This design comes from an exercise in tuning for small area and a short achievable clock period on the open sky130 flow, not from production work.
The RTL was checked by simulation tests, not by an equivalence proof against the original design.
No driver is modelled on the clock port, so clock power and skew are understated where the tree is cut down; a real chip needs a root buffer or a tree.
No activity file was given, so power comes from the tool's default toggle rates.

## before
// sync_fifo
module sync_fifo #(
	parameter FIFO_DEPTH = 16	        ,
	parameter DATA_WIDTH = 32               ,
	parameter AW         = $clog2(FIFO_DEPTH) 
)
(
	input                   	i_clk            ,  
	input                   	i_rst_n          ,  
	input                   	i_valid_s        ,  
	input  [AW-1:0] 			i_almostfull_lvl ,  
	input  [DATA_WIDTH-1:0] 	i_datain         ,  
	input                   	i_ready_m        ,  
	input  [AW-1:0]				i_almostempty_lvl,  
	output                  	o_ready_s        ,  
	output                  	o_almostfull     ,  
	output                  	o_full           ,  
	output                  	o_valid_m        ,  
	output                  	o_almostempty    ,  
	output                  	o_empty          ,  
	output  [DATA_WIDTH-1:0] 	o_dataout           
);
Size: ~82 I/O pins, about 20000 um2 of cells after synthesis.
==> flow/config.mk <==
export PLATFORM = sky130hd
export DESIGN_NAME = sync_fifo
export DESIGN_NICKNAME = sync_fifo
export VERILOG_FILES = /design/flow/design.v
export SDC_FILE = /design/flow/constraint.sdc
export NUM_CORES = 4
export LEC_CHECK = 0
export CAP_MARGIN = 20
export CORE_MARGIN = 2
export CORE_UTILIZATION = 40
export SETUP_SLACK_MARGIN = 1.6
export SLEW_MARGIN = 20
==> flow/constraint.sdc <==
create_clock -name core_clock -period 4.0 [get_ports {i_clk}]
set_input_delay 0.8000 -clock core_clock [delete_from_list [all_inputs] [get_ports {i_clk}]]
set_output_delay 0.8000 -clock core_clock [all_outputs]
set_load 0.01 [all_outputs]
standard.sh (not shown) runs the stock make flow with config.mk's settings and CLKGATE_MAP_FILE= SYNTH_SCRIPT=/design/flow/synth_recipe.tcl, a recipe that flattens the netlist after the stock synthesis.
==> flow/flow/run.sh <==
#!/bin/bash
# Standard layout with three changes:
#  - plain buffers on the ports instead of the delay cells buffer_ports
#    picks by default;
#  - the head register's next-word logic and the two threshold flags
#    re-mapped by hand in the synthesized netlist (flow/patch_netlist.py),
#    registers untouched;
#  - clock tree: clkbuf_16 root, clkbuf_8 leaves driving up to 14
#    registers each, no dummy loads.
set -euo pipefail
export BUFFER_PORTS_ARGS="-buffer_cell sky130_fd_sc_hd__buf_1"
export CTS_ARGS="-sink_clustering_enable -repair_clock_nets -sink_clustering_size 14 -sink_clustering_max_diameter 100 -dont_use_dummy_load -buf_list sky130_fd_sc_hd__clkbuf_8 -root_buf sky130_fd_sc_hd__clkbuf_16"
R=orfs/results/sky130hd/sync_fifo/base
bash standard.sh synth > synth.log 2>&1
python3 flow/patch_netlist.py $R/1_2_yosys.v > patch.log 2>&1
rm -f $R/1_synth.odb
bash standard.sh > standard.log 2>&1
Other scripts of this flow, unchanged in this note and not shown: flow/flow/patch_netlist.py
> inputs changed (before -> after)
--- a/flow/flow/run.sh
+++ b/flow/flow/run.sh
@@ -2 +2 @@
-# Standard layout with three changes:
+# Standard layout with these changes:
@@ -9 +9,3 @@
-#    registers each, no dummy loads.
+#    registers each, no dummy loads; after CTS the root buffer is
+#    removed, so the clock port drives the four first-level buffers
+#    directly (flow/post_cts.tcl).
@@ -12,0 +15 @@
+export POST_CTS_TCL=$PWD/flow/post_cts.tcl
==> flow/flow/post_cts.tcl (new file) <==
set block [ord::get_db_block]
set clk_net [[$block findBTerm i_clk] getNet]
set its [$clk_net getITerms]
if {[llength $its] == 1} {
  set root [[lindex $its 0] getInst]
  set out_net [[$root findITerm X] getNet]
  set loads {}
  foreach it [$out_net getITerms] {
    if {[$it getInst] ne $root} { lappend loads $it }
  }
  if {[llength $loads] <= 4} {
    foreach it $loads {
      $it disconnect
      $it connect $clk_net
    }
    puts "post_cts: removed root buffer [$root getName], the port drives [llength $loads] cells"
    odb::dbInst_destroy $root
    odb::dbNet_destroy $out_net
  }
}
estimate_parasitics -placement
report_clock_skew
report_worst_slack -max
Results
Comparing before with after, the final net count came out essentially unchanged.
Highest achievable clock rate (after over before): increase, 2.8%
Taking before as the reference, in after critical path depth now sits lower; shortest period the worst path allows now sits lower; clock power share now sits lower.
after has completed all stages; timing, DRC and antenna checks passed.
Higher hold slack among before and after: after
Compared to before, after has non-clock buffer count about 1.8% lower.

[port drivers added, routing unchanged]
In the flow no input, the clock included, has a driving cell. The finished layouts below were timed again as built, in two steps. Step 1 sets driving cells, clkbuf_16 on the clock port and buf_2 on the other inputs (assumed; they add their load-dependent delay and slew). Step 2 moves the port delays by t, midway between the first and last clock arrival at a register: inputs arrive t later, outputs are due t later. That takes back most of the time a late clock gives input paths. a / b / c = ideal / step 1 / step 2; a / b = the first two.
run	t, ns	setup slack, ns	worst slew at a driven data input, ns	pins driven straight from the clock port
before	0.576	1.554 / 1.521 / 1.273	0.06	1
after	0.451	1.621 / 1.586 / 1.270	0.06	4
After both steps setup and hold are still met in every run listed. The setup slack of after, which loses most, moves by -0.035 ns with the drivers and by -0.351 ns with both steps.
